This design comes from an exercise in tuning for small area and a short achievable clock period on the open sky130 flow, not from production work.
RTL that was checked went through simulation tests only; none was proved equivalent to the original.
Power is estimated from default activity; no workload was simulated.

## mips_pipeline
module mips_pipeline( clk, rst, imem_addr, imem_rdata, dmem_addr, dmem_wdata, dmem_we, dmem_re, dmem_rdata, wb_we, wb_wn, wb_wd );
	input clk, rst;
	output [31:0] imem_addr;
	input  [31:0] imem_rdata;
	output [31:0] dmem_addr, dmem_wdata;
	output dmem_we, dmem_re;
	input  [31:0] dmem_rdata;
	output wb_we;
	output [4:0] wb_wn;
	output [31:0] wb_wd;
	reg [31:0] pc;
	reg [31:0] id_pc;
	reg [31:0] id_ir;
	reg [31:0] ex_a, ex_b, ex_x;
	reg [4:0]  ex_wn;
	reg        ex_we, ex_mrd, ex_mwr, ex_br, ex_jr, ex_div;
	reg        ex_sub, ex_sum, ex_and, ex_or, ex_slt, ex_sll, ex_hi, ex_lo, ex_tgt;
	reg [31:0] mem_out, mem_sd;
	reg [4:0]  mem_wn;
	reg        mem_we, mem_mrd, mem_mwr, mem_redir;
	reg [31:0] wb_d;
	reg [4:0]  wb_n;
	reg        wb_e;
	reg [31:0] rf [1:31];
	reg [31:0] dv_r, dv_q, dv_d;
	reg [4:0]  dv_cnt;
	reg        dv_busy;
	reg [31:0] hi, lo;
	reg        dv_pend, hilo_z;	 
	assign imem_addr  = pc;
	assign dmem_addr  = mem_out;
	assign dmem_wdata = mem_sd;
	assign dmem_we    = mem_mwr;
	assign dmem_re    = mem_mrd;
	assign wb_we      = wb_e;
	assign wb_wn      = wb_n;
	assign wb_wd      = wb_d;
	wire [5:0]  op  = id_ir[31:26];
	wire [4:0]  rs  = id_ir[25:21];
  ...
Size in the first run: ~5,000 cells after synthesis, ~1,500 flip-flops, ~200 I/O pins, roughly 70,000 sq um of cells after synthesis.
clock: 14.5 ns
lec_check: 0
cap_margin: 20
core_margin: 2
core_utilization: 65
cts_buf_list: sky130_fd_sc_hd__clkbuf_16
cts_cluster_diameter: 100
cts_cluster_size: 30
slew_margin: 20
standard.sh (not shown) runs the stock make flow with config.mk's settings and CLKGATE_MAP_FILE= SYNTH_SCRIPT=/design/flow/synth_recipe.tcl, a recipe that flattens the netlist after the stock synthesis.
==> flow/flow/run.sh <==
#!/bin/bash
# Standard ORFS layout (the standard.sh) with a setup margin for timing repair.
bash standard.sh SETUP_SLACK_MARGIN=10.5 finish > standard.log 2>&1
Next try:
--- a/flow/design.v
+++ b/flow/design.v
@@ -12,19 +12,20 @@
 	reg [31:0] id_pc;
 	reg [31:0] id_ir;
 	reg [31:0] ex_a, ex_b, ex_x;
 	reg [4:0]  ex_wn;
 	reg        ex_we, ex_mrd, ex_mwr, ex_br, ex_jr, ex_div;
 	reg        ex_sub, ex_sum, ex_and, ex_or, ex_slt, ex_sll, ex_hi, ex_lo, ex_tgt;
 	reg [31:0] mem_out, mem_sd;
 	reg [4:0]  mem_wn;
 	reg        mem_we, mem_mrd, mem_mwr, mem_redir;
-	reg [31:0] wb_d;
+	reg [31:0] wb_d;	 
+	reg [31:0] wb_rd;	 
 	reg [4:0]  wb_n;
 	reg        wb_e;
 	reg [31:0] rf [1:31];
 	reg [31:0] dv_r, dv_q, dv_d;
 	reg [4:0]  dv_cnt;
 	reg        dv_busy;
 	reg [31:0] hi, lo;
 	reg        dv_pend, hilo_z;	 
 	assign imem_addr  = pc;
@@ -146,44 +147,46 @@
 		else begin
 			mem_we    <= ex_we;
 			mem_mrd   <= ex_mrd;
 			mem_mwr   <= ex_mwr;
 			mem_redir <= ( ex_br & eq ) | ex_jr;
 		end
 	end
 	always @( posedge clk ) begin
 		wb_d <= mem_mrd ? dmem_rdata : mem_out;
+		if ( mem_we )
+			wb_rd <= mem_mrd ? dmem_rdata : mem_out;
 		wb_n <= mem_wn;
 		if ( rst )
 			wb_e <= 1'b0;
 		else
 			wb_e <= mem_we;
 	end
 	always @( posedge clk ) begin
 		if ( wb_e )
-			rf[wb_n] <= wb_d;
+			rf[wb_n] <= wb_rd;
 	end
 	always @( posedge clk ) begin
 		if ( rst ) begin
 			dv_busy <= 1'b0;
 			dv_pend <= 1'b0;
 		end
 		else begin
 			dv_busy <= ex_div | ( dv_busy & ~dv_end );
 			dv_pend <= ~ex_div & dv_end;
 		end
 		dv_r   <= ex_div ? { 31'd0, dv_r1 } : dv_rn;
 		dv_q   <= ex_div ? { ex_a[30:0], dv_ge1 } : dv_qn;
 		dv_cnt <= ex_div ? 5'd0 : dv_cnt + 5'd1;
 		if ( ex_div )
 			dv_d <= ex_b;
 	end
-	wire hilo_ld = dv_pend & ~ex_div & ~rst;
+	wire hilo_ld = dv_pend & ~ex_div;
 	always @( posedge clk ) begin
 		if ( rst )
 			hilo_z <= 1'b1;
 		else if ( hilo_ld )
 			hilo_z <= 1'b0;
 		if ( hilo_ld ) begin
 			hi <= dv_r;
 			lo <= dv_q;
 		end
After rerunning: The changed run completed with no timing, DRC or antenna violations. Routed wire length came out lower slightly. Worst hold slack stays flat. Core utilization shrinks by 1.6 points. Worst setup slack got worse by 0.0060 ns. Final area shrinks slightly. Register-to-register slack is about the same. Cell count went up by a few percent. Sequential power rose slightly. Total power stays flat. Combinational power drops by a little under a tenth.
No functional check of the RTL was part of the second run of this note.

[port drivers added, routing unchanged]
In the flow no input, the clock included, has a driving cell. The finished layouts below were timed again as built, in two steps. Step 1 assumes that a clkbuf_16 drives the clock port and a buf_2 every other input. Step 2 moves the port delays by t, midway between the first and last clock arrival at a register: inputs arrive t later, outputs are due t later. That takes back most of the time a late clock gives input paths. Three values: ideal ports, drivers, drivers and shift; two values: the first two.
| run | t, ns | setup WS [ns] | worst setup path at the end |
|---|---|---|---|
| the first run | 0.811 | 10.206 / 10.133 / 9.856 | input to register |
| the second run | 0.833 | 10.200 / 10.116 / 10.224 | input to register |
After both steps every run listed still meets setup and hold. The setup slack of the first run, which loses most, moves by -0.073 ns with the drivers and by -0.350 ns with both steps.
